What follows belongs to an exercise in optimizing a design on an open flow for a short achievable clock period and few clock cycles; a production flow would make more cautious choices. In this exercise RTL edits were held to simulation tests only and were not proved equivalent to the original. No activity file was given, so power comes from the tool's default toggle rates.

### config.mk
export PLATFORM = sky130hd
export DESIGN_NAME = cpu
export DESIGN_NICKNAME = cpu
export VERILOG_FILES = /design/flow/design.v
export SDC_FILE = /design/flow/constraint.sdc
export NUM_CORES = 4
export LEC_CHECK = 0
export CAP_MARGIN = 20
export CELL_PAD_IN_SITES_DETAIL_PLACEMENT = 1
export CORE_MARGIN = 2
export CORE_UTILIZATION = 30
export PLACE_DENSITY = 0.45
export SETUP_SLACK_MARGIN = 3.5
export SLEW_MARGIN = 20
export TNS_END_PERCENT = 20
### design.v
`timescale 1ns / 1ps
module reg_file (
    input  clk, reset,
    input  wenA,
    input  [2:0] AdrWriteA,
    input  [31:0] DATAA,
    input  wenB,
    input  [2:0] AdrWriteB,
    input  [31:0] DATAB,
    input  wenM,
    input  [2:0] AdrWriteM,
    input  [31:0] DATAM0,
    input  [31:0] DATAM1,
    input  [1:0] MPos,
    input  [2:0] AdrA0,
    input  [2:0] AdrA1,
    input  [2:0] AdrB0,
    input  [2:0] AdrB1,
    input  [2:0] AdrF,
    input  [2:0] AdrDbg,
    output [31:0] OperandA0,
    output [31:0] OperandA1,
    output [31:0] OperandB0,
    output [31:0] OperandB1,
    output [31:0] OperandF,
    output [31:0] OperandDbg
    );
    reg [31:0] GPR [2:7];
    function [31:0] rd;
        input [2:0] a;
        begin
            if (a == 3'd0)
                rd = 32'd0;
            else if (a == 3'd1)
                rd = 32'd1;
            else
                rd = GPR[a];
        end
    endfunction
    wire [2:0] AdrWriteM1 = AdrWriteM + 3'd1;
    integer i;
    always @(posedge clk)
        for (i = 2; i < 8; i = i + 1)
            if (reset)
                GPR[i] <= 32'd0;
            else if (wenM && MPos == 2'd2 && (AdrWriteM == i || AdrWriteM1 == i))
                GPR[i] <= (AdrWriteM == i) ? DATAM0 : DATAM1;
            else if (wenB && AdrWriteB == i)
                GPR[i] <= DATAB;
            else if (wenM && MPos == 2'd1 && (AdrWriteM == i || AdrWriteM1 == i))
                GPR[i] <= (AdrWriteM == i) ? DATAM0 : DATAM1;
            else if (wenA && AdrWriteA == i)
                GPR[i] <= DATAA;
            else if (wenM && (AdrWriteM == i || AdrWriteM1 == i))
                GPR[i] <= (AdrWriteM == i) ? DATAM0 : DATAM1;
    assign OperandA0 = rd(AdrA0);
    assign OperandA1 = rd(AdrA1);
    assign OperandB0 = rd(AdrB0);
    assign OperandB1 = rd(AdrB1);
    assign OperandF = rd(AdrF);
    assign OperandDbg = rd(AdrDbg);
endmodule
`timescale 1ns / 1ps
module cpu(
    input clk, reset,
    output [5:0] imem_addr,
    input [38:0] imem_data,
    output reg halted,
    input [6:0] dbg_addr,
    output [31:0] dbg_data
    );
localparam NOP = 0, INCR = 1, LTR = 2, NTR = 3, LTM = 4, SUB = 5, JLZ = 6, PTR = 7, SWP = 8, JMP = 9, HLT = 15;
reg [5:0] pc;
reg [5:0] pf;             
reg lz;
reg [38:0] ea, eb, em;    
reg ea_v, eb_v, em_v;     
reg ea_late, eb_late, em_late;    
reg [1:0] m_pos;          
reg        chk;           
reg        chk_sub;       
reg [5:0]  jt;            
reg [31:0] xo_oh, xe_oh;  
reg        x0;            
wire [3:0] opa = ea_v ? ea[38:35] : NOP;
wire [2:0] a1a = ea[34:32];
wire [2:0] a2a = ea[31:29];
wire [3:0] opb = eb_v ? eb[38:35] : NOP;
wire [2:0] a1b = eb[34:32];
wire [2:0] a2b = eb[31:29];
wire [3:0] opm = em_v ? em[38:35] : NOP;
wire [2:0] a2m = em[31:29];
wire [31:0] litm = em[31:0];
wire [31:0] raa, rba, rab, rbb, rf, rdbg;
wire [2:0] fa1;
wire       wena, wenb, wenm;
wire [2:0] waa, wab;
wire [31:0] wda, wdb, m0, m1;
reg_file GPR (
    .clk(clk), .reset(reset),
    .wenA(wena), .AdrWriteA(waa), .DATAA(wda),
    .wenB(wenb), .AdrWriteB(wab), .DATAB(wdb),
    .wenM(wenm), .AdrWriteM(a2m), .DATAM0(m0), .DATAM1(m1), .MPos(m_pos),
    .AdrA0(a1a), .AdrA1(a2a), .AdrB0(a1b), .AdrB1(a2b), .AdrF(fa1), .AdrDbg(dbg_addr[2:0]),
    .OperandA0(raa), .OperandA1(rba), .OperandB0(rab), .OperandB1(rbb), .OperandF(rf),
    .OperandDbg(rdbg)
);
wire [32:0] diffa = {1'b0, raa} - {1'b0, rba};
wire [32:0] diffb = {1'b0, rab} - {1'b0, rbb};
wire lz_chk = !chk_sub ? lz : (opa == SUB) ? diffa[32] : diffb[32];
wire redirect = chk && !lz_chk;
wire lz_new = (opa == SUB && !(ea_late && redirect)) ? diffa[32] :
              (opb == SUB && !(eb_late && redirect)) ? diffb[32] : lz;
wire e_sub = (opa == SUB) || (opb == SUB);
function [31:0] alu_res;
    input [3:0] op;
    input [31:0] ra, lit;
    input [32:0] diff;
    case (op)
        INCR:    alu_res = ra + 32'd1;
        LTR:     alu_res = lit;
        SUB:     alu_res = diff[31:0];
        default: alu_res = 32'd0;
    endcase
endfunction
function alu_w;
    input [3:0] op;
    alu_w = (op == INCR || op == LTR || op == NTR || op == SUB);
endfunction
assign wena = alu_w(opa) && !(ea_late && redirect);
assign wenb = alu_w(opb) && !(eb_late && redirect);
assign waa = (opa == SUB) ? 3'd4 : a1a;
assign wab = (opb == SUB) ? 3'd4 : a1b;
assign wda = alu_res(opa, raa, ea[31:0], diffa);
assign wdb = alu_res(opb, rab, eb[31:0], diffb);
assign wenm = (opm == PTR) && !(em_late && redirect);
always @(posedge clk)
    if (reset)
        lz <= 1'b0;
    else
        lz <= lz_new;
function [5:0] alu_lo;
    input [3:0] op;
    input [5:0] ra, rb, lit;
    case (op)
        INCR:    alu_lo = ra + 6'd1;
        LTR:     alu_lo = lit;
        SUB:     alu_lo = ra - rb;
        default: alu_lo = 6'd0;
    endcase
endfunction
wire [5:0] ea_lo = alu_lo(opa, raa[5:0], rba[5:0], ea[5:0]);
wire [5:0] eb_lo = alu_lo(opb, rab[5:0], rbb[5:0], eb[5:0]);
reg [31:0] mem [0:63];
wire dbg_mem = halted && dbg_addr[6];
wire [31:0] se, so;
genvar g;
generate
    for (g = 0; g < 32; g = g + 1) begin : bank_sel
        assign se[g] = xe_oh[g] || (dbg_mem && dbg_addr[5:0] == 2 * g);
        assign so[g] = xo_oh[g] || (dbg_mem && dbg_addr[5:0] == 2 * g + 1);
    end
endgenerate
integer j;
reg [31:0] me, mo;
always @(*) begin
    me = 32'd0;
    mo = 32'd0;
    for (j = 0; j < 32; j = j + 1) begin
        me = me | ({32{se[j]}} & mem[2 * j]);
        mo = mo | ({32{so[j]}} & mem[2 * j + 1]);
    end
end
assign m0 = x0 ? mo : me;    
assign m1 = x0 ? me : mo;    
wire m_go = !(em_late && redirect);
wire [31:0] wd_even = (opm == LTM) ? litm : mo;
wire [31:0] wd_odd  = (opm == LTM) ? litm : me;
wire wr_even = m_go && ((opm == LTM && !x0) || opm == SWP);
wire wr_odd  = m_go && ((opm == LTM && x0) || opm == SWP);
integer i;
always @(posedge clk)
    if (!reset)
        for (i = 0; i < 32; i = i + 1) begin
            if (wr_even && xe_oh[i])
                mem[2 * i] <= wd_even;
            if (wr_odd && xo_oh[i])
                mem[2 * i + 1] <= wd_odd;
        end
assign dbg_data = me | mo | (dbg_addr[6] ? 32'd0 : rdbg);
reg [38:0] cw [0:63];
reg [63:0] cv;
wire [3:0] pcq  = pc[5:2];
wire [3:0] pcq1 = pc[5:2] + 4'd1;
wire [38:0] bw [0:3];      
wire [3:0]  bv;
generate
    for (g = 0; g < 4; g = g + 1) begin : cache_bank
        wire [3:0] q = (g >= pc[1:0]) ? pcq : pcq1;
        assign bw[g] = cw[{q, g[1:0]}];
        assign bv[g] = cv[{q, g[1:0]}];
    end
endgenerate
wire [38:0] sw [0:3];
wire [3:0]  sv;
generate
    for (g = 0; g < 4; g = g + 1) begin : window
        wire [1:0] b = pc[1:0] + g[1:0];
        assign sw[g] = bw[b];
        assign sv[g] = bv[b];
    end
endgenerate
wire cached0 = sv[0];
assign imem_addr = cached0 ? pf : pc;
always @(posedge clk)
    if (reset) begin
        cv <= 64'd0;
        pf <= 6'd0;
    end else if (!halted) begin
        cv[imem_addr] <= 1'b1;
        cw[imem_addr] <= imem_data;
        if (cached0)
            pf <= pf + 6'd1;
    end
wire [38:0] w [0:3];
assign w[0] = cached0 ? sw[0] : imem_data;
assign w[1] = sw[1];
assign w[2] = sw[2];
assign w[3] = sw[3];
wire [3:0] op [0:3];
wire [3:0] is_alu, is_sub, is_mem, is_jlz, is_jmp, is_hlt;
wire [3:0] wa_v, wb_v, ra_v, rb_v;
wire [2:0] wa [0:3];
wire [2:0] wb [0:3];
wire [2:0] ra [0:3];
wire [2:0] rb [0:3];
generate
    for (g = 0; g < 4; g = g + 1) begin : dec
        wire [3:0] o = w[g][38:35];
        wire [2:0] a1 = w[g][34:32];
        wire [2:0] a2 = w[g][31:29];
        assign op[g] = o;
        assign is_alu[g] = (o == INCR || o == LTR || o == NTR || o == SUB);
        assign is_sub[g] = (o == SUB);
        assign is_mem[g] = (o == LTM || o == PTR || o == SWP);
        assign is_jlz[g] = (o == JLZ);
        assign is_jmp[g] = (o == JMP);
        assign is_hlt[g] = (o == HLT);
        assign wa[g] = (o == SUB) ? 3'd4 : (o == PTR) ? a2 : a1;
        assign wa_v[g] = (is_alu[g] || o == PTR) && wa[g][2:1] != 2'b00;
        assign wb[g] = a2 + 3'd1;
        assign wb_v[g] = (o == PTR) && wb[g][2:1] != 2'b00;
        assign ra[g] = a1;
        assign ra_v[g] = (o == INCR || o == SUB || is_mem[g]) && a1[2:1] != 2'b00;
        assign rb[g] = a2;
        assign rb_v[g] = (o == SUB) && a2[2:1] != 2'b00;
    end
endgenerate
function conflict;
    input       wa_e_v, wb_e_v;
    input [2:0] wa_e, wb_e;
    input       ra_k_v, rb_k_v;
    input [2:0] ra_k, rb_k;
    conflict = (wa_e_v && ((ra_k_v && ra_k == wa_e) || (rb_k_v && rb_k == wa_e))) ||
               (wb_e_v && ((ra_k_v && ra_k == wb_e) || (rb_k_v && rb_k == wb_e)));
endfunction
wire c01 = conflict(wa_v[0], wb_v[0], wa[0], wb[0], ra_v[1], rb_v[1], ra[1], rb[1]);
wire c02 = conflict(wa_v[0], wb_v[0], wa[0], wb[0], ra_v[2], rb_v[2], ra[2], rb[2]);
wire c12 = conflict(wa_v[1], wb_v[1], wa[1], wb[1], ra_v[2], rb_v[2], ra[2], rb[2]);
wire c03 = conflict(wa_v[0], wb_v[0], wa[0], wb[0], ra_v[3], rb_v[3], ra[3], rb[3]);
wire c13 = conflict(wa_v[1], wb_v[1], wa[1], wb[1], ra_v[3], rb_v[3], ra[3], rb[3]);
wire c23 = conflict(wa_v[2], wb_v[2], wa[2], wb[2], ra_v[3], rb_v[3], ra[3], rb[3]);
wire [1:0] nalu1 = {1'b0, is_alu[0]};
wire [1:0] nalu2 = nalu1 + {1'b0, is_alu[1]};
wire [1:0] nalu3 = nalu2 + {1'b0, is_alu[2]};
wire nsub1 = is_sub[0];
wire nsub2 = nsub1 || is_sub[1];
wire nsub3 = nsub2 || is_sub[2];
wire nmem1 = is_mem[0];
wire nmem2 = nmem1 || is_mem[1];
wire nmem3 = nmem2 || is_mem[2];
wire ck0 = is_jlz[0] && e_sub;
wire ck1 = is_jlz[1] && (nsub1 || e_sub);
wire ck2 = is_jlz[2] && (nsub2 || e_sub);
wire ck3 = is_jlz[3] && (nsub3 || e_sub);
wire ok1 = sv[1] && !is_hlt[1] && !c01 &&
           !(is_alu[1] && (nalu1 == 2'd2 || (is_sub[1] && nsub1))) && !(is_mem[1] && nmem1) &&
           !(ck1 && ck0);
wire ok2 = sv[2] && !is_hlt[2] && !c02 && !c12 &&
           !(is_alu[2] && (nalu2 == 2'd2 || (is_sub[2] && nsub2))) && !(is_mem[2] && nmem2) &&
           !(ck2 && (ck0 || ck1));
wire ok3 = sv[3] && !is_hlt[3] && !c03 && !c13 && !c23 &&
           !(is_alu[3] && (nalu3 == 2'd2 || (is_sub[3] && nsub3))) && !(is_mem[3] && nmem3) &&
           !(ck3 && (ck0 || ck1 || ck2));
wire jlz_taken = !lz;
wire end0 = is_jmp[0] || (is_jlz[0] && !ck0 && jlz_taken);
wire end1 = is_jmp[1] || (is_jlz[1] && !ck1 && jlz_taken);
wire end2 = is_jmp[2] || (is_jlz[2] && !ck2 && jlz_taken);
wire end3 = is_jmp[3] || (is_jlz[3] && !ck3 && jlz_taken);
wire in0 = !is_hlt[0];
wire in1 = in0 && !end0 && ok1;
wire in2 = in1 && !end1 && ok2;
wire in3 = in2 && !end2 && ok3;
wire mv0 = in0 && is_mem[0];
wire mv1 = in1 && is_mem[1];
wire mv2 = in2 && is_mem[2];
wire mv3 = in3 && is_mem[3];
wire f_mem = mv0 || mv1 || mv2 || mv3;
wire [38:0] fm = is_mem[0] ? w[0] : is_mem[1] ? w[1] : is_mem[2] ? w[2] : w[3];
assign fa1 = fm[34:32];
wire fa1_rw = fa1[2:1] != 2'b00;
wire ea_wr = alu_w(opa) && waa == fa1;
wire eb_wr = alu_w(opb) && wab == fa1;
wire [5:0] fx = (fa1_rw && eb_wr) ? eb_lo : (fa1_rw && ea_wr) ? ea_lo : rf[5:0];
wire stall = f_mem && fa1_rw && opm == PTR && (a2m == fa1 || a2m + 3'd1 == fa1);
wire sa0 = is_alu[0];
wire sa1 = !is_alu[0] && is_alu[1];
wire sa2 = !is_alu[0] && !is_alu[1] && is_alu[2];
wire sa3 = !is_alu[0] && !is_alu[1] && !is_alu[2] && is_alu[3];
wire [38:0] fa_w = sa0 ? w[0] : sa1 ? w[1] : sa2 ? w[2] : w[3];
wire fa_v = (sa0 && in0) || (sa1 && in1) || (sa2 && in2) || (sa3 && in3);
wire sb1 = is_alu[0] && is_alu[1];
wire sb2 = (is_alu[0] ^ is_alu[1]) && is_alu[2];
wire sb3 = ((is_alu[0] ^ is_alu[1] ^ is_alu[2]) && !(is_alu[0] && is_alu[1])) && is_alu[3];
wire [38:0] fb_w = sb1 ? w[1] : sb2 ? w[2] : w[3];
wire fb_v = (sb1 && in1) || (sb2 && in2) || (sb3 && in3);
wire sm0 = is_mem[0];
wire sm1 = !is_mem[0] && is_mem[1];
wire sm2 = !is_mem[0] && !is_mem[1] && is_mem[2];
wire sm3 = !is_mem[0] && !is_mem[1] && !is_mem[2] && is_mem[3];
wire kv0 = in0 && ck0;
wire kv1 = in1 && ck1;
wire kv2 = in2 && ck2;
wire kv3 = in3 && ck3;
wire f_chk = kv0 || kv1 || kv2 || kv3;
wire f_chk_sub = (kv1 && nsub1) || (kv2 && nsub2) || (kv3 && nsub3);
wire [5:0] f_jt = kv0 ? w[0][34:29] : kv1 ? w[1][34:29] : kv2 ? w[2][34:29] : w[3][34:29];
wire late1 = kv0;
wire late2 = kv0 || kv1;
wire late3 = kv0 || kv1 || kv2;
wire a_late = (sa1 && late1) || (sa2 && late2) || (sa3 && late3);
wire b_late = (sb1 && late1) || (sb2 && late2) || (sb3 && late3);
wire m_late = (sm1 && late1) || (sm2 && late2) || (sm3 && late3);
wire [1:0] f_m_pos = sm1 ? nalu1 : sm2 ? nalu2 : sm3 ? nalu3 : 2'd0;
wire [5:0] npc = (is_hlt[0] || stall) ? pc :
                 end0 ? w[0][34:29] :
                 !in1 ? pc + 6'd1 :
                 end1 ? w[1][34:29] :
                 !in2 ? pc + 6'd2 :
                 end2 ? w[2][34:29] :
                 !in3 ? pc + 6'd3 :
                 end3 ? w[3][34:29] : pc + 6'd4;
always @(posedge clk)
    if (reset)
        pc <= 6'd0;
    else if (!halted)
        pc <= redirect ? jt : npc;
always @(posedge clk)
    if (reset) begin
        ea_v <= 1'b0;
        eb_v <= 1'b0;
        em_v <= 1'b0;
        chk <= 1'b0;
        halted <= 1'b0;
    end else if (halted || redirect || stall) begin
        ea_v <= 1'b0;
        eb_v <= 1'b0;
        em_v <= 1'b0;
        chk <= 1'b0;
    end else begin
        ea_v <= fa_v;
        eb_v <= fb_v;
        em_v <= f_mem;
        chk <= f_chk;
        if (is_hlt[0])
            halted <= 1'b1;
    end
always @(posedge clk) begin
    ea <= fa_w;
    eb <= fb_w;
    em <= fm;
    jt <= f_jt;
    chk_sub <= f_chk_sub;
    ea_late <= a_late;
    eb_late <= b_late;
    em_late <= m_late;
    m_pos <= f_m_pos;
    x0 <= fx[0];
end
wire [4:0] fxe = fx[5:1] + {4'd0, fx[0]};
always @(posedge clk)
    if (halted || is_hlt[0]) begin
        xo_oh <= 32'd0;
        xe_oh <= 32'd0;
    end else begin
        xo_oh <= 32'd1 << fx[5:1];
        xe_oh <= 32'd1 << fxe;
    end
endmodule
### run.sh
#!/bin/bash
# synth_recipe.tcl (not shown) runs the flow's synth.tcl, then flattens the netlist and writes it again
# the make line also repeats each setting of config.mk as NAME=value (left out here)
make -C /OpenROAD-flow-scripts/flow DESIGN_CONFIG=/design/flow/config.mk WORK_HOME=/design/flow/orfs CLKGATE_MAP_FILE= SYNTH_SCRIPT=/design/flow/synth_recipe.tcl finish
### constraint.sdc
create_clock -name core_clock -period 10.0 [get_ports {clk}]
set_input_delay 2.0000 -clock core_clock [delete_from_list [all_inputs] [get_ports {clk}]]
set_output_delay 2.0000 -clock core_clock [all_outputs]
set_load 0.01 [all_outputs]
==> results of run 1 <==
-- kinds of logic (layout without fill, tap and decap cells) --
| kind of cell | count (synthesis) | in the layout |
|---|---|---|
| fa+ha+maj | 114 | 114 |
| simple gates | 3874 | 3879 |
| buf+inv | 1257 | 3267 |
| xor+xnor | 203 | 205 |
| other cells | 0 | 64 |
| flops | 5009 | 5009 |
| compound gates | 3928 | 3943 |
| mux | 1533 | 1533 |
-- cells in the mapped netlist, drive strengths merged (73+ instances only) --
| cell | instances | area (um2) |
|---|---|---|
| and3 | 177 | 1110 |
| a22o | 230 | 2010 |
| edfxtp | 4544 | 136000 |
| nor2 | 821 | 3090 |
| o21ai | 601 | 3030 |
| ha | 109 | 1360 |
| mux2i | 855 | 8570 |
| a221oi | 411 | 3600 |
| nor3 | 162 | 816 |
| nand2 | 1683 | 6320 |
| nand4 | 196 | 1230 |
| mux4 | 488 | 11000 |
| dfxtp | 465 | 9310 |
| nand3 | 342 | 1720 |
| mux2 | 190 | 2150 |
| o221ai | 115 | 1010 |
| a22oi | 855 | 6430 |
| xnor2 | 161 | 1490 |
| clkbuf | 793 | 2980 |
| a31oi | 195 | 1230 |
| a21oi | 627 | 3140 |
| a21o | 112 | 841 |
| a211oi | 73 | 561 |
| and2 | 130 | 813 |
| inv | 138 | 518 |
| buf | 319 | 1620 |
| o22ai | 97 | 607 |
| a311oi | 100 | 876 |
-- per-stage QoR --
stage               utilization [%]  total power [mW]  worst slack [ps]
floorplan                         -              55.3              3430
global placement               32.7              78.8               135
detailed placement             32.8              79.3               502
CTS                            36.8               106              2780
global route                   37.7               114              2520
finish                         37.7               112              2440
-- sequential cells by signal, indices dropped and copies added, names as in the netlist, 2 cells and up --
| name | count |
|---|---|
| GPR.GPR | 192 |
| ea | 39 |
| xe_oh | 32 |
| mem | 2048 |
| em | 36 |
| cv | 64 |
| m_pos | 2 |
| pc | 6 |
| jt | 6 |
| pf | 6 |
| xo_oh | 32 |
| eb | 39 |
| cw | 2496 |
-- final timing paths --
check	from	to	slack, ps
worst min-delay path	cv[11]	cv[11]	470
worst max-delay path	pc[2]	xe_oh[26]	2440
worst min register to register	cv[11]	cv[11]	470
worst max register to register	pc[2]	xe_oh[26]	2440
-- power by group through the flow --
stage | sequential, mW | clock, mW | combinational [mW]
floorplan | 28.8 | 0 | 26.5
global placement | 29.5 | 0 | 49.2
detailed placement | 29.5 | 0 | 49.7
CTS | 29.0 | 20.7 | 56.3
global route | 29.0 | 21.5 | 63.9
finish | 29.0 | 20.5 | 62.4
-- routing by layer --
layer,wire length (um),GRT usage (%),part of all wire [%]
met1,442000,37.5,40
met2,474000,41.8,43
met3,106000,6.13,9.7
met4,69700,14.4,6.4
met5,239,0,0.022
-- timing repair --
item | CTS | global route
cloned | 50 | 29
resized for setup | 1181 | 665
setup buffers | 629 | 302
endpoints found under the setup margin | 2582 | 2443
pin swaps | 330 | 280
-- final cells by class --
type                            count  share of cell area (%)
Timing Repair Buffer             2085                    8.05
Antenna cell                       64                  0.0577
Sequential cell                  5009                    52.6
Tap cell                         9827                    4.43
Multi-Input combinational cell   9674                    28.2
Inverter                          145                   0.212
Clock buffer                      764                    5.58
Clock inverter                    273                   0.846
-- critical path, delay by kind of cell, from the launching register on --
kind	cells	cell delay, ps
AOI/OAI and AO/OA	9	2790
buffers and inverters	7	1250
and+or+nand+nor	9	1780
xor gates and xnor gates	2	430
adders and majority gates	3	630
DFF	1	390
muxes	1	180
==> results.cfg, run 1 <==
[power_and_ir_drop]
p_leak_nw = 92.6
comb_power_share_pct = 55.7
power.switching_mw = 52.0
switching_share_pct = 46.4
power.density_nw_per_um2 = 404
power.share.clock_pct = 18.3
pwr-share-seq_pct = 25.9
internal_power_mw = 60.0
vdd_ir_drop_max_uv = 974

[grt]
antenna_found_initial = 94
grt-ovfl-total = 0
grt_max_degree = 146
grt_pass1_vias = 163000
grt_pass1_wl_um = 1450000
grtUsageTotal_pct = 27.7

[yosys]
synth-seq-cells = 5009
synth.distinct_cells = 122
avgSynthCellArea_um2 = 13.9
synthMuxAreaShare_pct = 9.80
postSynthCellCount = 15900
synth-simple-area-share_pct = 7.97
synth_ff_type = edfxtp_1
ys_async_sr_fraction_pct = 0
syn-num-nets = 16100
synth-seq-area-share_pct = 65.8
syn-cell-area_um2 = 221000
synth-xor-area-share_pct = 0.847
synth_edf_count = 4544
synth_top_family_by_area = compound AO/OA/AOI/OAI gates
synth_fa_ha_area_share_pct = 0.661
yosysWarnings = 68
synth_compound_area_share_pct = 12.6

[cells_and_area]
final_cell_mix = edfxtp_1 (4544), nand2_1 (1643), buf_4 (1368), mux2i_1 (804), a22oi_1 (774)
area_growth_pct = 25.2
stdcell_area_um2 = 277000
drive_gt1_share_pct = 26.7
seq_area_um2 = 146000
layout.nets = 17700
instances_no_fill = 27800
layout_commonest_cell = edfxtp_1
multiInputGateArea_um2 = 78300
nFillCells = 75600

[placed_design]
dp.cells = 25700
place_hpwl_um = 680000
numPortBuffers = 86
gp_congestion = 0.991
place_area_um2 = 241000

[clock_tree]
cts_tree = yes
cts_max_path_buffers = 4
clkSinkCount = 5009
clk_latency_ps = 1180
root_buffer = clkbuf_16
htree_levels = 6
cts_buffers = 575
clkTransAtPathRegs_ps = 60
postCtsHoldBufs = 0

[routing]
drt_wl_total_um = 1090000
ant_nets = 0
routed_via_density = 6.02
via_count = 168000
post_drt_wl_per_cell_um = 39.2
drtIter0Drc = 23100
firstDrtPassIters = 7
remaining_drc_errors = 0

[worst_setup_path]
slowest_delay_ps = 1100
start_kind = flip-flop
worstRegToRegCells = 31
arrival_ps = 8600
required_ps = 11040
cp_max_fo = 8
end_kind = flip-flop
slowest_stage = a222oi_1
setup.worst_path.class = reg -> reg

[timing]
slew_viol_final = 0
whs_ps = 465
max-slew-margin-rel_pct = 7.06
rsz0062_at_grt = yes
finalSetupViolCount = 0
fmax_ghz = 0.132
layout_worst_path_cycle_share_pct = 75.6
tns_ps = 0
fin_crit_ps = 7560
worst_pin_slew_ps = 1390
fin_skew_ps = 125
hold_viol = 0

[floorplanning]
dieArea_um2 = 745000
io_pins = 87
fp.dieH_um = 863
start_util_pct = 30.1
num_rows = 315
core_area_um2 = 736000
die_w_um = 863

[hold_path]
hold_depth = 2
hp-class = reg -> reg

[flow_run]
cap_violations = 0

[run_status]
outcome = no timing/DRC/antenna violations
Testbench counts, summed over its fixed seeds: cycles 25,956.
==> run 2: changes to the inputs <==
--- a/design.v
+++ b/design.v
@@ -24,5 +24,6 @@
     output [31:0] OperandB1,
     output [31:0] OperandF,
-    output [31:0] OperandDbg
+    output [31:0] OperandDbg,
+    output [35:0] Low6           
     );
     reg [31:0] GPR [2:7];
@@ -60,4 +61,5 @@
     assign OperandF = rd(AdrF);
     assign OperandDbg = rd(AdrDbg);
+    assign Low6 = {GPR[7][5:0], GPR[6][5:0], GPR[5][5:0], GPR[4][5:0], GPR[3][5:0], GPR[2][5:0]};
 endmodule
 `timescale 1ns / 1ps
@@ -72,4 +74,5 @@
 localparam NOP = 0, INCR = 1, LTR = 2, NTR = 3, LTM = 4, SUB = 5, JLZ = 6, PTR = 7, SWP = 8, JMP = 9, HLT = 15;
 reg [5:0] pc;
+reg [15:0] pq;            
 reg [5:0] pf;             
 reg lz;
@@ -93,4 +96,5 @@
 wire [31:0] litm = em[31:0];
 wire [31:0] raa, rba, rab, rbb, rf, rdbg;
+wire [35:0] rlo;
 wire [2:0] fa1;
 wire       wena, wenb, wenm;
@@ -103,5 +107,5 @@
     .wenM(wenm), .AdrWriteM(a2m), .DATAM0(m0), .DATAM1(m1), .MPos(m_pos),
     .AdrA0(a1a), .AdrA1(a2a), .AdrB0(a1b), .AdrB1(a2b), .AdrF(fa1), .AdrDbg(dbg_addr[2:0]),
-    .OperandA0(raa), .OperandA1(rba), .OperandB0(rab), .OperandB1(rbb), .OperandF(rf),
+    .OperandA0(raa), .OperandA1(rba), .OperandB0(rab), .OperandB1(rbb), .OperandF(rf), .Low6(rlo),
     .OperandDbg(rdbg)
 );
@@ -153,13 +157,5 @@
 wire [5:0] eb_lo = alu_lo(opb, rab[5:0], rbb[5:0], eb[5:0]);
 reg [31:0] mem [0:63];
-wire dbg_mem = halted && dbg_addr[6];
-wire [31:0] se, so;
 genvar g;
-generate
-    for (g = 0; g < 32; g = g + 1) begin : bank_sel
-        assign se[g] = xe_oh[g] || (dbg_mem && dbg_addr[5:0] == 2 * g);
-        assign so[g] = xo_oh[g] || (dbg_mem && dbg_addr[5:0] == 2 * g + 1);
-    end
-endgenerate
 integer j;
 reg [31:0] me, mo;
@@ -168,6 +164,6 @@
     mo = 32'd0;
     for (j = 0; j < 32; j = j + 1) begin
-        me = me | ({32{se[j]}} & mem[2 * j]);
-        mo = mo | ({32{so[j]}} & mem[2 * j + 1]);
+        me = me | ({32{xe_oh[j]}} & mem[2 * j]);
+        mo = mo | ({32{xo_oh[j]}} & mem[2 * j + 1]);
     end
 end
@@ -188,14 +184,23 @@
                 mem[2 * i + 1] <= wd_odd;
         end
-assign dbg_data = me | mo | (dbg_addr[6] ? 32'd0 : rdbg);
+assign dbg_data = dbg_addr[6] ? mem[dbg_addr[5:0]] : rdbg;
 reg [38:0] cw [0:63];
 reg [63:0] cv;
-wire [3:0] pcq  = pc[5:2];
-wire [3:0] pcq1 = pc[5:2] + 4'd1;
+function [15:0] rows;
+    input [5:0] p;
+    reg [3:0] q, q1;
+    integer b;
+    begin
+        q = p[5:2];
+        q1 = p[5:2] + 4'd1;
+        for (b = 0; b < 4; b = b + 1)
+            rows[4 * b +: 4] = (b >= p[1:0]) ? q : q1;
+    end
+endfunction
 wire [38:0] bw [0:3];      
 wire [3:0]  bv;
 generate
     for (g = 0; g < 4; g = g + 1) begin : cache_bank
-        wire [3:0] q = (g >= pc[1:0]) ? pcq : pcq1;
+        wire [3:0] q = pq[4 * g +: 4];
         assign bw[g] = cw[{q, g[1:0]}];
         assign bv[g] = cv[{q, g[1:0]}];
@@ -312,5 +317,18 @@
 wire ea_wr = alu_w(opa) && waa == fa1;
 wire eb_wr = alu_w(opb) && wab == fa1;
-wire [5:0] fx = (fa1_rw && eb_wr) ? eb_lo : (fa1_rw && ea_wr) ? ea_lo : rf[5:0];
+wire [191:0] rf_oh;       
+wire [5:0] rf_x0;
+generate
+    for (g = 0; g < 6; g = g + 1) begin : rdec
+        assign rf_oh[32 * g +: 32] = 32'd1 << rlo[6 * g + 1 +: 5];
+        assign rf_x0[g] = rlo[6 * g];
+    end
+endgenerate
+wire [31:0] ea_oh = 32'd1 << ea_lo[5:1];
+wire [31:0] eb_oh = 32'd1 << eb_lo[5:1];
+wire [31:0] f_rf_oh = fa1_rw ? rf_oh[32 * (fa1 - 3'd2) +: 32] : 32'd1;
+wire        f_rf_x0 = fa1_rw ? rf_x0[fa1 - 3'd2] : fa1[0];
+wire [31:0] f_xo_oh = (fa1_rw && eb_wr) ? eb_oh : (fa1_rw && ea_wr) ? ea_oh : f_rf_oh;
+wire        f_x0 = (fa1_rw && eb_wr) ? eb_lo[0] : (fa1_rw && ea_wr) ? ea_lo[0] : f_rf_x0;
 wire stall = f_mem && fa1_rw && opm == PTR && (a2m == fa1 || a2m + 3'd1 == fa1);
 wire sa0 = is_alu[0];
@@ -343,17 +361,22 @@
 wire m_late = (sm1 && late1) || (sm2 && late2) || (sm3 && late3);
 wire [1:0] f_m_pos = sm1 ? nalu1 : sm2 ? nalu2 : sm3 ? nalu3 : 2'd0;
-wire [5:0] npc = (is_hlt[0] || stall) ? pc :
-                 end0 ? w[0][34:29] :
-                 !in1 ? pc + 6'd1 :
-                 end1 ? w[1][34:29] :
-                 !in2 ? pc + 6'd2 :
-                 end2 ? w[2][34:29] :
-                 !in3 ? pc + 6'd3 :
-                 end3 ? w[3][34:29] : pc + 6'd4;
+function [21:0] with_rows;
+    input [5:0] p;
+    with_rows = {p, rows(p)};
+endfunction
+wire [21:0] npc = (is_hlt[0] || stall) ? {pc, pq} :
+                  end0 ? with_rows(w[0][34:29]) :
+                  !in1 ? with_rows(pc + 6'd1) :
+                  end1 ? with_rows(w[1][34:29]) :
+                  !in2 ? with_rows(pc + 6'd2) :
+                  end2 ? with_rows(w[2][34:29]) :
+                  !in3 ? with_rows(pc + 6'd3) :
+                  end3 ? with_rows(w[3][34:29]) : with_rows(pc + 6'd4);
+wire [21:0] jt_rows = with_rows(jt);
 always @(posedge clk)
     if (reset)
-        pc <= 6'd0;
+        {pc, pq} <= 22'd0;
     else if (!halted)
-        pc <= redirect ? jt : npc;
+        {pc, pq} <= redirect ? jt_rows : npc;
 always @(posedge clk)
     if (reset) begin
@@ -386,14 +409,9 @@
     em_late <= m_late;
     m_pos <= f_m_pos;
-    x0 <= fx[0];
+    x0 <= f_x0;
+end
+always @(posedge clk) begin
+    xo_oh <= f_xo_oh;
+    xe_oh <= f_x0 ? {f_xo_oh[30:0], f_xo_oh[31]} : f_xo_oh;
 end
-wire [4:0] fxe = fx[5:1] + {4'd0, fx[0]};
-always @(posedge clk)
-    if (halted || is_hlt[0]) begin
-        xo_oh <= 32'd0;
-        xe_oh <= 32'd0;
-    end else begin
-        xo_oh <= 32'd1 << fx[5:1];
-        xe_oh <= 32'd1 << fxe;
-    end
 endmodule
--- a/config.mk
+++ b/config.mk
@@ -11,5 +11,5 @@
 export CORE_UTILIZATION = 30
 export PLACE_DENSITY = 0.45
-export SETUP_SLACK_MARGIN = 3.5
+export SETUP_SLACK_MARGIN = 3.8
 export SLEW_MARGIN = 20
-export TNS_END_PERCENT = 20
+export TNS_END_PERCENT = 25
==> run 2 against run 1 <==
Net effect:
- now fails the layout checks on antenna rules
- critical path depth decreased by 18
- setup slack improved by 270 ps
- core utilization shrank 0.29 points
- sequential cell count is 28 higher
- critical endpoint is now dbg_data[4]
- maximum frequency is 3.7% higher
- power decreased by 16%
- highest routed layer unchanged
- largest power group unchanged
- via count up 22%
- register-to-register slack improved by 1000 ps
- critical path type is now in -> out
==> results.cfg, run 2 <==
[yosys]
synth-seq-area-share_pct = 62.6
syn-num-nets = 17200
synth_edf_count = 4544
synth.distinct_cells = 132
syn-cell-area_um2 = 234000
synth-simple-area-share_pct = 7.44
synth_top_area_share_pct = 58.4
synth.area.top_cells = edfxtp_1 (58%), mux4_2 (7.1%), a22oi_1 (5.1%)
synth_top_family_by_area = compound AO/OA/AOI/OAI gates
post-synth-top-area-cell = edfxtp_1
synthMuxAreaShare_pct = 10.8
yosysMostFrequentCell = edfxtp_1
synth-xor-area-share_pct = 1.03
synth_ff_type = edfxtp_1
synth_fa_ha_area_share_pct = 0.711
yosysWarnings = 68
synth_compound_area_share_pct = 14.8
synth.top_cells.by_count = edfxtp_1 (4544), a22oi_1 (1598), nor2_1 (1201)
avgSynthCellArea_um2 = 13.8
synth-seq-cells = 5037
postSynthCellCount = 17000
ys_async_sr_fraction_pct = 0

[clock_tree]
cts_max_path_buffers = 4
cts_buffers = 580
root_buffer = clkbuf_16
clkSinkCount = 5037
postCtsHoldBufs = 0
htree_levels = 6
cts_tree = yes
clk_latency_ps = 1260
clkTransAtPathRegs_ps = 60

[timing]
fin_crit_ps = 7290
finalSetupViolCount = 0
fmax_ghz = 0.137
layout_worst_path_cycle_share_pct = 72.9
worst_pin_slew_ps = 1460
max-slew-margin-rel_pct = 2.46
tns_ps = 0
slew_viol_final = 0
rsz0062_at_grt = yes
hold_viol = 0
fin_skew_ps = 179

[cells_and_area]
area_growth_pct = 24.4
largest_reg_flops = 2496
drive_gt1_share_pct = 26.7
final_cell_mix = edfxtp_1 (4544), a22oi_1 (1492), buf_4 (1322), nor2_1 (960), nand2_1 (750)
regMostFlops = cw
top_regs = cw: 2496 flops, mem: 2048 flops, GPR.GPR: 192 flops
instances_no_fill = 29400
layout_commonest_cell = edfxtp_1
layout.nets = 18600
stdcell_area_um2 = 291000
nFillCells = 79500

[grt]
grt-ovfl-total = 0
grtUsageTotal_pct = 35.3
grt_pass1_vias = 184000
grt_pass1_wl_um = 1860000
antenna_found_initial = 195
grt_max_degree = 104

[floorplanning]
die_w_um = 887
core_area_um2 = 778000
fp.dieH_um = 887
start_util_pct = 30.1
dieArea_um2 = 786000
io_pins = 87
num_rows = 324

[power_and_ir_drop]
vdd_ir_drop_max_uv = 443
power.density_nw_per_um2 = 325
p_leak_nw = 93.5

[run_status]
outcome = failed layout checks
failed_checks = antenna rules

[placed_design]
numPortBuffers = 86
gp_congestion = 1.09
place_hpwl_um = 930000
dp.cells = 27200
place_area_um2 = 255000

[routing]
firstDrtPassIters = 13
ant_nets = 1
post_drt_wl_per_cell_um = 49.8
via_count = 204000
drtIter0Drc = 40900
drt_wl_total_um = 1460000
routed_via_density = 6.95
remaining_drc_errors = 0

[worst_setup_path]
arrival_ps = 5290
setup.worst_path.class = in -> out
end_kind = output port
start_kind = primary input
cp_max_fo = 9
required_ps = 8000

[flow_run]
cap_violations = 0

[hold_path]
hp-class = reg -> reg
==> run 2: final timing paths <==
kind	start	to	slack, ps	cells after the start
max	dbg_addr[2]	dbg_data[4]	2710	13
min	cv[23]	cv[23]	470	2
max reg2reg	pq[8]	flip-flop	3440	29
min reg2reg	cv[23]	cv[23]	470	2
==> run 2: kinds of logic (layout without fill, tap and decap cells) <==
family | Yosys count | in the layout
XOR/XNOR | 272 | 272
multiplexers | 1568 | 1571
adder cells (fa/ha/maj) | 130 | 130
flip-flops | 5037 | 5037
other | 0 | 226
AND/OR/NAND/NOR | 3635 | 3638
buffers and inverters | 1529 | 3380
AO/OA/AOI/OAI | 4829 | 4829
==> run 2: timing repair <==
action	in CTS	in global routing
pin swaps	257	288
resized for setup	1106	753
setup buffers	468	384
gates cloned	35	19
endpoints found under the setup margin	2409	2162
endpoints found under the hold margin	0	0
==> run 2: power breakdown <==
part           switching, mW  internal (mW)  leakage [nW]
clock network           9.38           11.9          8.87
registers               1.79           25.4          44.5
logic                   30.8           15.3          40.2
==> run 2: worst max-delay path, cell delays in order <==
cell and delay [ps]:
buf_16 160, clkinv_8 80, nand3_4 120, buf_4 150
nor2_4 50, buf_6 220, a22oi_2 200, nand4_1 140
or4_4 570, nor4_4 850, buf_4 280, o22ai_4 150
buf_6 220
==> run 2: through the flow <==
step	worst slack, ps	power [mW]	utilization, %	hold WS, ps
finish	2710	94.6	37.4	468
global route	2900	96.2	37.3	483
CTS	3120	88.6	36.4	468
detailed placement	792	65.9	32.8	454
global placement	-13.9	65.6	32.8	444
floorplan	3730	47.9	-	429
==> run 2: layer usage <==
metal,global-route usage [%],part of all wire [%]
met5,1.11,0.18
met4,22.7,8.6
met3,15.8,15
met2,48.3,40
met1,44.8,37
==> run 2: layout make-up <==
type	count	area, um2	share of cell area, %
Clock inverter	291	2760	0.949
Tap cell	10300	12800	4.42
Multi-Input combinational cell	10400	88300	30.3
Timing Repair Buffer	2122	23300	8.01
Clock buffer	760	15600	5.35
Inverter	207	862	0.296
Sequential cell	5037	147000	50.4
Antenna cell	226	566	0.194
Testbench counts of run 2, summed over its fixed seeds: cycles 25,956.
==> run 3: changes to the inputs <==
--- a/design.v
+++ b/design.v
@@ -8,4 +8,7 @@
     input  [2:0] AdrWriteB,
     input  [31:0] DATAB,
+    input  wenC,
+    input  [2:0] AdrWriteC,
+    input  [31:0] DATAC,
     input  wenM,
     input  [2:0] AdrWriteM,
@@ -17,4 +20,6 @@
     input  [2:0] AdrB0,
     input  [2:0] AdrB1,
+    input  [2:0] AdrC0,
+    input  [2:0] AdrC1,
     input  [2:0] AdrF,
     input  [2:0] AdrDbg,
@@ -23,4 +28,6 @@
     output [31:0] OperandB0,
     output [31:0] OperandB1,
+    output [31:0] OperandC0,
+    output [31:0] OperandC1,
     output [31:0] OperandF,
     output [31:0] OperandDbg,
@@ -45,4 +52,8 @@
             if (reset)
                 GPR[i] <= 32'd0;
+            else if (wenM && MPos == 2'd3 && (AdrWriteM == i || AdrWriteM1 == i))
+                GPR[i] <= (AdrWriteM == i) ? DATAM0 : DATAM1;
+            else if (wenC && AdrWriteC == i)
+                GPR[i] <= DATAC;
             else if (wenM && MPos == 2'd2 && (AdrWriteM == i || AdrWriteM1 == i))
                 GPR[i] <= (AdrWriteM == i) ? DATAM0 : DATAM1;
@@ -59,4 +70,6 @@
     assign OperandB0 = rd(AdrB0);
     assign OperandB1 = rd(AdrB1);
+    assign OperandC0 = rd(AdrC0);
+    assign OperandC1 = rd(AdrC1);
     assign OperandF = rd(AdrF);
     assign OperandDbg = rd(AdrDbg);
@@ -77,7 +90,7 @@
 reg [5:0] pf;             
 reg lz;
-reg [38:0] ea, eb, em;    
-reg ea_v, eb_v, em_v;     
-reg ea_late, eb_late, em_late;    
+reg [38:0] ea, eb, ec, em;    
+reg ea_v, eb_v, ec_v, em_v;   
+reg ea_late, eb_late, ec_late, em_late;    
 reg [1:0] m_pos;          
 reg        chk;           
@@ -92,29 +105,37 @@
 wire [2:0] a1b = eb[34:32];
 wire [2:0] a2b = eb[31:29];
+wire [3:0] opc = ec_v ? ec[38:35] : NOP;
+wire [2:0] a1c = ec[34:32];
+wire [2:0] a2c = ec[31:29];
 wire [3:0] opm = em_v ? em[38:35] : NOP;
 wire [2:0] a2m = em[31:29];
 wire [31:0] litm = em[31:0];
-wire [31:0] raa, rba, rab, rbb, rf, rdbg;
+wire [31:0] raa, rba, rab, rbb, rac, rbc, rf, rdbg;
 wire [35:0] rlo;
 wire [2:0] fa1;
-wire       wena, wenb, wenm;
-wire [2:0] waa, wab;
-wire [31:0] wda, wdb, m0, m1;
+wire       wena, wenb, wenc, wenm;
+wire [2:0] waa, wab, wac;
+wire [31:0] wda, wdb, wdc, m0, m1;
 reg_file GPR (
     .clk(clk), .reset(reset),
     .wenA(wena), .AdrWriteA(waa), .DATAA(wda),
     .wenB(wenb), .AdrWriteB(wab), .DATAB(wdb),
+    .wenC(wenc), .AdrWriteC(wac), .DATAC(wdc),
     .wenM(wenm), .AdrWriteM(a2m), .DATAM0(m0), .DATAM1(m1), .MPos(m_pos),
     .AdrA0(a1a), .AdrA1(a2a), .AdrB0(a1b), .AdrB1(a2b), .AdrF(fa1), .AdrDbg(dbg_addr[2:0]),
-    .OperandA0(raa), .OperandA1(rba), .OperandB0(rab), .OperandB1(rbb), .OperandF(rf), .Low6(rlo),
+    .AdrC0(a1c), .AdrC1(a2c),
+    .OperandA0(raa), .OperandA1(rba), .OperandB0(rab), .OperandB1(rbb),
+    .OperandC0(rac), .OperandC1(rbc), .OperandF(rf), .Low6(rlo),
     .OperandDbg(rdbg)
 );
 wire [32:0] diffa = {1'b0, raa} - {1'b0, rba};
 wire [32:0] diffb = {1'b0, rab} - {1'b0, rbb};
-wire lz_chk = !chk_sub ? lz : (opa == SUB) ? diffa[32] : diffb[32];
+wire [32:0] diffc = {1'b0, rac} - {1'b0, rbc};
+wire lz_chk = !chk_sub ? lz : (opa == SUB) ? diffa[32] : (opb == SUB) ? diffb[32] : diffc[32];
 wire redirect = chk && !lz_chk;
 wire lz_new = (opa == SUB && !(ea_late && redirect)) ? diffa[32] :
-              (opb == SUB && !(eb_late && redirect)) ? diffb[32] : lz;
-wire e_sub = (opa == SUB) || (opb == SUB);
+              (opb == SUB && !(eb_late && redirect)) ? diffb[32] :
+              (opc == SUB && !(ec_late && redirect)) ? diffc[32] : lz;
+wire e_sub = (opa == SUB) || (opb == SUB) || (opc == SUB);
 function [31:0] alu_res;
     input [3:0] op;
@@ -134,8 +155,11 @@
 assign wena = alu_w(opa) && !(ea_late && redirect);
 assign wenb = alu_w(opb) && !(eb_late && redirect);
+assign wenc = alu_w(opc) && !(ec_late && redirect);
 assign waa = (opa == SUB) ? 3'd4 : a1a;
 assign wab = (opb == SUB) ? 3'd4 : a1b;
+assign wac = (opc == SUB) ? 3'd4 : a1c;
 assign wda = alu_res(opa, raa, ea[31:0], diffa);
 assign wdb = alu_res(opb, rab, eb[31:0], diffb);
+assign wdc = alu_res(opc, rac, ec[31:0], diffc);
 assign wenm = (opm == PTR) && !(em_late && redirect);
 always @(posedge clk)
@@ -156,6 +180,15 @@
 wire [5:0] ea_lo = alu_lo(opa, raa[5:0], rba[5:0], ea[5:0]);
 wire [5:0] eb_lo = alu_lo(opb, rab[5:0], rbb[5:0], eb[5:0]);
+wire [5:0] ec_lo = alu_lo(opc, rac[5:0], rbc[5:0], ec[5:0]);
 reg [31:0] mem [0:63];
+wire dbg_mem = halted && dbg_addr[6];
+wire [31:0] se, so;
 genvar g;
+generate
+    for (g = 0; g < 32; g = g + 1) begin : bank_sel
+        assign se[g] = xe_oh[g] || (dbg_mem && dbg_addr[5:0] == 2 * g);
+        assign so[g] = xo_oh[g] || (dbg_mem && dbg_addr[5:0] == 2 * g + 1);
+    end
+endgenerate
 integer j;
 reg [31:0] me, mo;
@@ -164,6 +197,6 @@
     mo = 32'd0;
     for (j = 0; j < 32; j = j + 1) begin
-        me = me | ({32{xe_oh[j]}} & mem[2 * j]);
-        mo = mo | ({32{xo_oh[j]}} & mem[2 * j + 1]);
+        me = me | ({32{se[j]}} & mem[2 * j]);
+        mo = mo | ({32{so[j]}} & mem[2 * j + 1]);
     end
 end
@@ -184,5 +217,5 @@
                 mem[2 * i + 1] <= wd_odd;
         end
-assign dbg_data = dbg_addr[6] ? mem[dbg_addr[5:0]] : rdbg;
+assign dbg_data = me | mo | (dbg_addr[6] ? 32'd0 : rdbg);
 reg [38:0] cw [0:63];
 reg [63:0] cv;
@@ -278,5 +311,5 @@
 wire [1:0] nalu1 = {1'b0, is_alu[0]};
 wire [1:0] nalu2 = nalu1 + {1'b0, is_alu[1]};
-wire [1:0] nalu3 = nalu2 + {1'b0, is_alu[2]};
+wire [1:0] nalu3 = nalu2 + {1'b0, is_alu[2]};    
 wire nsub1 = is_sub[0];
 wire nsub2 = nsub1 || is_sub[1];
@@ -290,11 +323,11 @@
 wire ck3 = is_jlz[3] && (nsub3 || e_sub);
 wire ok1 = sv[1] && !is_hlt[1] && !c01 &&
-           !(is_alu[1] && (nalu1 == 2'd2 || (is_sub[1] && nsub1))) && !(is_mem[1] && nmem1) &&
+           !(is_alu[1] && is_sub[1] && nsub1) && !(is_mem[1] && nmem1) &&
            !(ck1 && ck0);
 wire ok2 = sv[2] && !is_hlt[2] && !c02 && !c12 &&
-           !(is_alu[2] && (nalu2 == 2'd2 || (is_sub[2] && nsub2))) && !(is_mem[2] && nmem2) &&
+           !(is_alu[2] && is_sub[2] && nsub2) && !(is_mem[2] && nmem2) &&
            !(ck2 && (ck0 || ck1));
 wire ok3 = sv[3] && !is_hlt[3] && !c03 && !c13 && !c23 &&
-           !(is_alu[3] && (nalu3 == 2'd2 || (is_sub[3] && nsub3))) && !(is_mem[3] && nmem3) &&
+           !(is_alu[3] && (nalu3 == 2'd3 || (is_sub[3] && nsub3))) && !(is_mem[3] && nmem3) &&
            !(ck3 && (ck0 || ck1 || ck2));
 wire jlz_taken = !lz;
@@ -317,4 +350,5 @@
 wire ea_wr = alu_w(opa) && waa == fa1;
 wire eb_wr = alu_w(opb) && wab == fa1;
+wire ec_wr = alu_w(opc) && wac == fa1;
 wire [191:0] rf_oh;       
 wire [5:0] rf_x0;
@@ -327,8 +361,11 @@
 wire [31:0] ea_oh = 32'd1 << ea_lo[5:1];
 wire [31:0] eb_oh = 32'd1 << eb_lo[5:1];
+wire [31:0] ec_oh = 32'd1 << ec_lo[5:1];
 wire [31:0] f_rf_oh = fa1_rw ? rf_oh[32 * (fa1 - 3'd2) +: 32] : 32'd1;
 wire        f_rf_x0 = fa1_rw ? rf_x0[fa1 - 3'd2] : fa1[0];
-wire [31:0] f_xo_oh = (fa1_rw && eb_wr) ? eb_oh : (fa1_rw && ea_wr) ? ea_oh : f_rf_oh;
-wire        f_x0 = (fa1_rw && eb_wr) ? eb_lo[0] : (fa1_rw && ea_wr) ? ea_lo[0] : f_rf_x0;
+wire [31:0] f_xo_oh = (fa1_rw && ec_wr) ? ec_oh : (fa1_rw && eb_wr) ? eb_oh :
+                      (fa1_rw && ea_wr) ? ea_oh : f_rf_oh;
+wire        f_x0 = (fa1_rw && ec_wr) ? ec_lo[0] : (fa1_rw && eb_wr) ? eb_lo[0] :
+                   (fa1_rw && ea_wr) ? ea_lo[0] : f_rf_x0;
 wire stall = f_mem && fa1_rw && opm == PTR && (a2m == fa1 || a2m + 3'd1 == fa1);
 wire sa0 = is_alu[0];
@@ -343,4 +380,8 @@
 wire [38:0] fb_w = sb1 ? w[1] : sb2 ? w[2] : w[3];
 wire fb_v = (sb1 && in1) || (sb2 && in2) || (sb3 && in3);
+wire sc2 = is_alu[0] && is_alu[1] && is_alu[2];
+wire sc3 = nalu3 == 2'd2 && is_alu[3];
+wire [38:0] fc_w = sc2 ? w[2] : w[3];
+wire fc_v = (sc2 && in2) || (sc3 && in3);
 wire sm0 = is_mem[0];
 wire sm1 = !is_mem[0] && is_mem[1];
@@ -359,4 +400,5 @@
 wire a_late = (sa1 && late1) || (sa2 && late2) || (sa3 && late3);
 wire b_late = (sb1 && late1) || (sb2 && late2) || (sb3 && late3);
+wire c_late = (sc2 && late2) || (sc3 && late3);
 wire m_late = (sm1 && late1) || (sm2 && late2) || (sm3 && late3);
 wire [1:0] f_m_pos = sm1 ? nalu1 : sm2 ? nalu2 : sm3 ? nalu3 : 2'd0;
@@ -383,4 +425,5 @@
         ea_v <= 1'b0;
         eb_v <= 1'b0;
+        ec_v <= 1'b0;
         em_v <= 1'b0;
         chk <= 1'b0;
@@ -389,4 +432,5 @@
         ea_v <= 1'b0;
         eb_v <= 1'b0;
+        ec_v <= 1'b0;
         em_v <= 1'b0;
         chk <= 1'b0;
@@ -394,4 +438,5 @@
         ea_v <= fa_v;
         eb_v <= fb_v;
+        ec_v <= fc_v;
         em_v <= f_mem;
         chk <= f_chk;
@@ -402,4 +447,5 @@
     ea <= fa_w;
     eb <= fb_w;
+    ec <= fc_w;
     em <= fm;
     jt <= f_jt;
@@ -407,11 +453,16 @@
     ea_late <= a_late;
     eb_late <= b_late;
+    ec_late <= c_late;
     em_late <= m_late;
     m_pos <= f_m_pos;
     x0 <= f_x0;
 end
-always @(posedge clk) begin
-    xo_oh <= f_xo_oh;
-    xe_oh <= f_x0 ? {f_xo_oh[30:0], f_xo_oh[31]} : f_xo_oh;
-end
+always @(posedge clk)
+    if (halted || is_hlt[0]) begin
+        xo_oh <= 32'd0;
+        xe_oh <= 32'd0;
+    end else begin
+        xo_oh <= f_xo_oh;
+        xe_oh <= f_x0 ? {f_xo_oh[30:0], f_xo_oh[31]} : f_xo_oh;
+    end
 endmodule
--- a/config.mk
+++ b/config.mk
@@ -11,5 +11,5 @@
 export CORE_UTILIZATION = 30
 export PLACE_DENSITY = 0.45
-export SETUP_SLACK_MARGIN = 3.8
+export SETUP_SLACK_MARGIN = 3.5
 export SLEW_MARGIN = 20
-export TNS_END_PERCENT = 25
+export TNS_END_PERCENT = 20
==> run 3 against run 2 <==
Net effect:
- now clean on timing, DRC and antenna
- clock-buffer cell count is 46 lower
- sequential share of layout area rose by 1.0 points
- cell count is 1.4% lower
- maximum frequency is 4.5% higher
- core utilization decreased by 0.36 points
- worst hold slack got worse by 4.8 ps
- wire length down 18%
- design area down 1.6%
- sequential cell count rose by 41
- critical endpoint is now dbg_data[25]
- largest power group unchanged
==> results.cfg, run 3 <==
[power_and_ir_drop]
power.share.clock_pct = 22.5
vdd_ir_drop_max_uv = 697
power.density_nw_per_um2 = 326
comb_power_share_pct = 48.3
switching_share_pct = 44.4
p_leak_nw = 93.4
internal_power_mw = 51.9
power.switching_mw = 41.4
pwr-share-seq_pct = 29.2

[yosys]
synth.top_cells.by_count = edfxtp_1 (4544), nor2_1 (1313), nand2_1 (980)
synth-seq-cells = 5078
post-synth-top-area-cell = edfxtp_1
yosysMostFrequentCell = edfxtp_1
synth-seq-area-share_pct = 63.4
synth_ff_type = edfxtp_1
postSynthCellCount = 16800
synth.distinct_cells = 120
avgSynthCellArea_um2 = 13.8
syn-num-nets = 17000
syn-cell-area_um2 = 232000
ys_async_sr_fraction_pct = 0
synth_top_area_share_pct = 58.8
yosysWarnings = 68
synth_edf_count = 4544
synth.area.top_cells = edfxtp_1 (59%), mux4_2 (7.3%), dfxtp_1 (4.6%)

[floorplanning]
num_rows = 323
fp.dieH_um = 884
die_w_um = 884
dieArea_um2 = 781000
core_area_um2 = 773000
start_util_pct = 30.1
io_pins = 87

[cells_and_area]
area_growth_pct = 23.2
nFillCells = 79500
regMostFlops = cw
top_regs = cw: 2496 flops, mem: 2048 flops, GPR.GPR: 192 flops
fin_util_pct = 37.0
layout_commonest_cell = edfxtp_1
drive_gt1_share_pct = 26.6
largest_reg_flops = 2496
layout.nets = 18400
multiInputGateArea_um2 = 86000
seq_area_um2 = 147000
final_cell_mix = edfxtp_1 (4544), buf_4 (1381), nor2_1 (1109), nand2_1 (948), a22oi_1 (831)

[routing]
dr_wl_met3_um = 126000
drt_wl_total_um = 1200000
top_layer = met5
remaining_drc_errors = 0
wl_met1_um = 478000
wl_met2_um = 519000
via_count = 179000
ant_nets = 0
routed_via_density = 6.18
drtIter0Drc = 26600
firstDrtPassIters = 9
post_drt_wl_per_cell_um = 41.6

[worst_setup_path]
arrival_ps = 4970
cp_max_fo = 37
required_ps = 8000
start_kind = primary input
end_kind = output port
crit_start = dbg_addr[2]
rr_startpoint = GPR.GPR[7][1]
worstRegToRegCells = 30
setup.worst_path.class = in -> out

[grt]
grt-ovfl-total = 0
grt_pass1_vias = 173000
grt_pass1_wl_um = 1590000
antenna_found_initial = 103
grtUsageTotal_pct = 29.5
grt_max_degree = 81

[timing]
max-slew-margin-rel_pct = 12.1
tns_ps = 0
rsz0062_at_grt = yes
worst_pin_slew_ps = 1320
fmax_ghz = 0.143
fin_skew_ps = 103
fin_crit_ps = 6970
hold_viol = 0
finalSetupViolCount = 0
slew_viol_final = 0
layout_worst_path_cycle_share_pct = 69.7
whs_ps = 463

[clock_tree]
root_buffer = clkbuf_16
cts_buffers = 572
htree_levels = 6
postCtsHoldBufs = 0
cts_max_path_buffers = 4
clk_latency_ps = 1160
clkTransAtPathRegs_ps = 50
cts_tree = yes
clkSinkCount = 5078

[placed_design]
gp_congestion = 1.01
place_hpwl_um = 806000
numPortBuffers = 86

[hold_path]
hp-start = cv[5]
hold_depth = 2
hp-class = reg -> reg

[run_status]
outcome = no timing/DRC/antenna violations

[flow_run]
cap_violations = 0
## run 3: changes by cell type in the layout (fill, tap and decap cells not counted), moves of 108 or more
cell / delta
a22oi_1: -661
nand2_1: +198
diode_2: -186
a221oi_1: -166
nor2_1: +149
a21oi_1: -124
o21ai_0: +113
o22ai_1: +108
## run 3: area by class of cell
type                            count  area share (%)
Inverter                          181           0.261
Sequential cell                  5078            51.5
Antenna cell                       40          0.0350
Tap cell                        10200            4.48
Clock inverter                    320            1.11
Clock buffer                      714            5.30
Timing Repair Buffer             2007            7.30
Multi-Input combinational cell  10400            30.1
## run 3: power groups by stage
stage	Combinational (mW)	Clock (mW)	Sequential [mW]
after floorplan	21.7	0	26.5
after global placement	38.2	0	27.9
after detailed placement	38.7	0	27.9
after CTS	42.0	21.3	27.1
after global routing	46.1	22.0	27.2
final	45.0	21.0	27.2
## run 3: kinds of logic after synthesis
family	after synthesis	share of synthesized area [%]
flops	5078	63.4
simple gates	3901	7.84
buf+inv	1415	2.41
fa+ha+maj	170	0.936
compound gates	4449	13.6
mux	1499	10.6
xor+xnor	315	1.20
## run 3: critical path: stages
cell and delay (ps):
buf_16 110, buf_4 130, buf_12 130, buf_6 420
nor2_1 140, nor2_2 310, buf_4 370, o21ai_0 140
nor2_1 680, a211o_1 310, buf_2 160
## run 3: path summary, 6_finish.rpt
kind | slack (ps) | to
setup / recovery | 3030 | dbg_data[25]
hold / removal | 460 | cv[5]
setup reg to reg | 3380 | GPR.GPR[6][14]
hold reg to reg | 460 | cv[5]
## run 3: layer usage
| layer | track usage (%) | vias to the layer above |
|---|---|---|
| li1 | - | 70400 |
| met1 | 39.1 | 94100 |
| met2 | 44.1 | 11300 |
| met3 | 7.85 | 2769 |
| met4 | 15.7 | 46 |
| met5 | 0.103 | - |
## run 3: timing repair
action | 4_1_cts | 5_1_grt
buffers inserted | 487 | 163
gates cloned | 31 | 11
pin swaps | 258 | 153
endpoints found under the setup margin | 3802 | 1794
resized for setup | 1182 | 360
endpoints found under the hold margin | 0 | 0
## run 3: metrics by stage
| step | power (mW) | area [um2] | std cells | setup WS [ps] |
|---|---|---|---|---|
| 2_1_floorplan | 48.2 | 232000 | 16800 | 3410 |
| 3_3_place_gp | 66.1 | 254000 | 27100 | 822 |
| 3_5_place_dp | 66.5 | 254000 | 27200 | 802 |
| 4_1_cts | 90.4 | 283000 | 28700 | 3080 |
| 5_1_grt | 95.3 | 286000 | 28900 | 3070 |
| 6_report | 93.2 | 286000 | 28900 | 3030 |
Testbench counts of run 3, summed over its fixed seeds: cycles 25,453.
==> run 4: changes to the inputs <==
--- a/config.mk
+++ b/config.mk
@@ -9,5 +9,5 @@
 export CELL_PAD_IN_SITES_DETAIL_PLACEMENT = 1
 export CORE_MARGIN = 2
-export CORE_UTILIZATION = 30
+export CORE_UTILIZATION = 25
 export PLACE_DENSITY = 0.45
 export SETUP_SLACK_MARGIN = 3.5
==> run 4 against run 3 <==
Net effect:
- still clean on timing, DRC and antenna
- sequential share of layout area rose by 0.18 points
- synthesized area did not move
- core utilization fell by 6.3 points
- maximum frequency rose by 0.68%
- synthesized cell count did not move
- non-clock buffer count fell by 207
- clock-buffer cell count rose by 15
- critical path depth rose by 3
- clock power barely moved
- via count fell by 1.0%
- first-iteration DRC count fell by 2.0%
- design area fell by 0.37%
==> results.cfg, run 4 <==
[timing]
rsz0062_at_grt = yes
fin_skew_ps = 125
slew_viol_final = 0
fmax_ghz = 0.144
hold_viol = 0
max-slew-margin-rel_pct = 7.69
tns_ps = 0
layout_worst_path_cycle_share_pct = 69.3
finalSetupViolCount = 0
timing.final.ws_setup_ps = 3070
fin_crit_ps = 6930
worst_pin_slew_ps = 1380

[power_and_ir_drop]
switching_share_pct = 42.7
power.share.clock_pct = 23.1
power.density_nw_per_um2 = 315
power.switching_mw = 38.3
internal_power_mw = 51.5
comb_power_share_pct = 46.7
pwr-share-seq_pct = 30.2
p_leak_nw = 91.8
vdd_ir_drop_max_uv = 404

[yosys]
synth_ff_type = edfxtp_1
avgSynthCellArea_um2 = 13.8
synth-seq-area-share_pct = 63.4
synth.area.top_cells = edfxtp_1 (59%), mux4_2 (7.3%), dfxtp_1 (4.6%)
ys_async_sr_fraction_pct = 0
syn-num-nets = 17000
yosysWarnings = 68
yosysMostFrequentCell = edfxtp_1
synth_edf_count = 4544
syn-cell-area_um2 = 232000
postSynthCellCount = 16800
synth.distinct_cells = 120
post-synth-top-area-cell = edfxtp_1
synth.top_cells.by_count = edfxtp_1 (4544), nor2_1 (1313), nand2_1 (980)
synth_top_area_share_pct = 58.8
synth-seq-cells = 5078

[cells_and_area]
nFillCells = 98400
drive_gt1_share_pct = 25.8
area_growth_pct = 22.8
layout.nets = 18200
layout_commonest_cell = edfxtp_1
seq_area_um2 = 147000
top_regs = cw: 2496 flops, mem: 2048 flops, GPR.GPR: 192 flops
instances_no_fill = 30700
final_cell_mix = edfxtp_1 (4544), buf_4 (1284), nor2_1 (1116), nand2_1 (950), a22oi_1 (816)
largest_reg_flops = 2496
regMostFlops = cw
multiInputGateArea_um2 = 86100

[grt]
grt_max_degree = 89
antenna_found_initial = 71
grt_pass1_wl_um = 1530000
grt-ovfl-total = 0
grtUsageTotal_pct = 23.4
grt_pass1_vias = 172000

[routing]
drt_wl_total_um = 1140000
ant_nets = 0
remaining_drc_errors = 0
routed_via_density = 5.76
via_count = 177000
firstDrtPassIters = 9
drtIter0Drc = 26000
post_drt_wl_per_cell_um = 37.2

[flow_run]
cap_violations = 0

[placed_design]
pre_cts_ws_ps = 746
numPortBuffers = 86
place_hpwl_um = 735000
gp_congestion = 0.991
dp.cells = 28900

[worst_setup_path]
required_ps = 8000
cp_max_fo = 7
setup.worst_path.class = in -> out
start_kind = primary input
arrival_ps = 4930
end_kind = output port

[floorplanning]
fp.dieH_um = 968
core_area_um2 = 927000
dieArea_um2 = 937000
io_pins = 87
num_rows = 354
start_util_pct = 25.0
die_w_um = 968

[clock_tree]
clkSinkCount = 5078
cts_tree = yes
htree_levels = 6
clk_latency_ps = 1120
cts_buffers = 580
clkTransAtPathRegs_ps = 60
root_buffer = clkbuf_16
cts_max_path_buffers = 5
postCtsHoldBufs = 0

[run_status]
outcome = no timing/DRC/antenna violations

[hold_path]
hp-class = reg -> reg
==> run 4: cell counts after synthesis <==
Identical to the previous run, type by type.
==> run 4: logic make-up after synthesis <==
kind of cell,count (synthesis),synth area share (%)
flops,5078,63.4
compound gates,4449,13.6
mux,1499,10.6
fa+ha+maj,170,0.936
simple gates,3901,7.84
xor+xnor,315,1.20
buf+inv,1415,2.41
==> run 4: final cells by class <==
type | instances | share of cell area (%)
inverters | 181 | 0.259
diodes | 49 | 0.0430
multi-input cells | 10400 | 30.2
repair buffers | 1800 | 6.25
clock buffers | 729 | 5.43
flip-flops and latches | 5078 | 51.6
clock inverters | 245 | 0.776
well taps | 12300 | 5.39
==> run 4: metrics by stage <==
step / util (%) / instance area, um2 / hold WS (ps) / power, mW
global placement: 27.3 / 253000 / 441 / 63.8
CTS: 30.5 / 283000 / 471 / 87.8
floorplan: - / 232000 / 431 / 48.2
finish: 30.7 / 285000 / 467 / 89.8
global route: 30.7 / 285000 / 485 / 92.3
detailed placement: 27.3 / 253000 / 455 / 64.4
==> run 4: worst max-delay path, cell delays in order <==
cell	delay [ps]
buf_12	120
clkinvlp_4	200
buf_6	160
nor3_4	50
buf_6	120
a31o_4	310
buf_4	200
a22oi_2	200
nand4_1	270
or4_4	690
nor2_4	140
o21ai_4	90
buf_6	200
buf_6	130
==> run 4: metal layers <==
| metal | wire length [um] | global-route usage [%] | part of all wire, % | up-vias |
|---|---|---|---|---|
| met3 | 115000 | 5.64 | 10 | 2139 |
| met4 | 54300 | 9.19 | 4.8 | 28 |
| met1 | 467000 | 31.8 | 41 | 94000 |
| li1 | - | - | - | 70100 |
| met2 | 505000 | 36.0 | 44 | 10600 |
| met5 | 180 | 0 | 0.016 | - |
==> run 4: repair_timing <==
| action | in CTS | in global routing |
|---|---|---|
| pin swaps | 304 | 135 |
| buffers inserted | 610 | 123 |
| gates resized for setup | 1260 | 271 |
| endpoints found under the hold margin | 0 | 0 |
| endpoints found under the setup margin | 3149 | 1432 |
| cloned | 45 | 4 |
==> run 4: worst paths after layout <==
path | depth (start not counted) | endpoint | slack, ps | from
hold reg to reg | 2 | cv[4] | 470 | cv[4]
hold / removal | 2 | cv[4] | 470 | cv[4]
setup / recovery | 14 | dbg_data[22] | 3070 | dbg_addr[2]
setup reg to reg | 19 | flip-flop | 3480 | pc[0]
==> run 4: power by group through the flow <==
stage	clock (mW)	combinational, mW	sequential, mW
floorplan	0	21.7	26.5
global placement	0	36.1	27.7
detailed placement	0	36.6	27.7
CTS	21.0	39.7	27.1
global route	21.8	43.4	27.1
finish	20.8	41.9	27.1

-- port drivers added, routing unchanged --
In the flow no input, the clock included, has a driving cell. The finished layouts below were timed again as built, in two steps.
Step 1: set_driving_cell puts a clkbuf_16 on clk and a buf_2 on each other input, an assumption about the parent block.
Step 2 adds t to the input delays and takes it off the output delays; t is the mean of the earliest and latest rising clock arrival at the registers after step 1. Input paths then give back, and output paths get back, about the clock's delay inside the block.
a / b / c = ideal / step 1 / step 2; a / b = the first two.
run | shift t [ns] | setup slack, ns | hold WS [ns] | worst register clock-pin slew, ns | worst slew at a driven data input, ns
run 1 | 1.252 | 2.443 / 2.443 / 2.443 | 0.465 / 0.465 / 0.465 | 0.07 / 0.07 | 0.26
run 2 | 1.308 | 2.711 / 2.427 / 2.427 | 0.468 / 0.468 / 0.468 | 0.08 / 0.08 | 0.37
run 3 | 1.252 | 3.026 / 2.866 / 2.511 | 0.463 / 0.463 / 0.463 | 0.07 / 0.07 | 0.27
run 4 | 1.216 | 3.073 / 2.795 / 2.795 | 0.467 / 0.467 / 0.467 | 0.08 / 0.08 | 0.34
The setup slack of run 3, which loses most, moves by -0.160 ns with the drivers and by -0.515 ns with both steps.
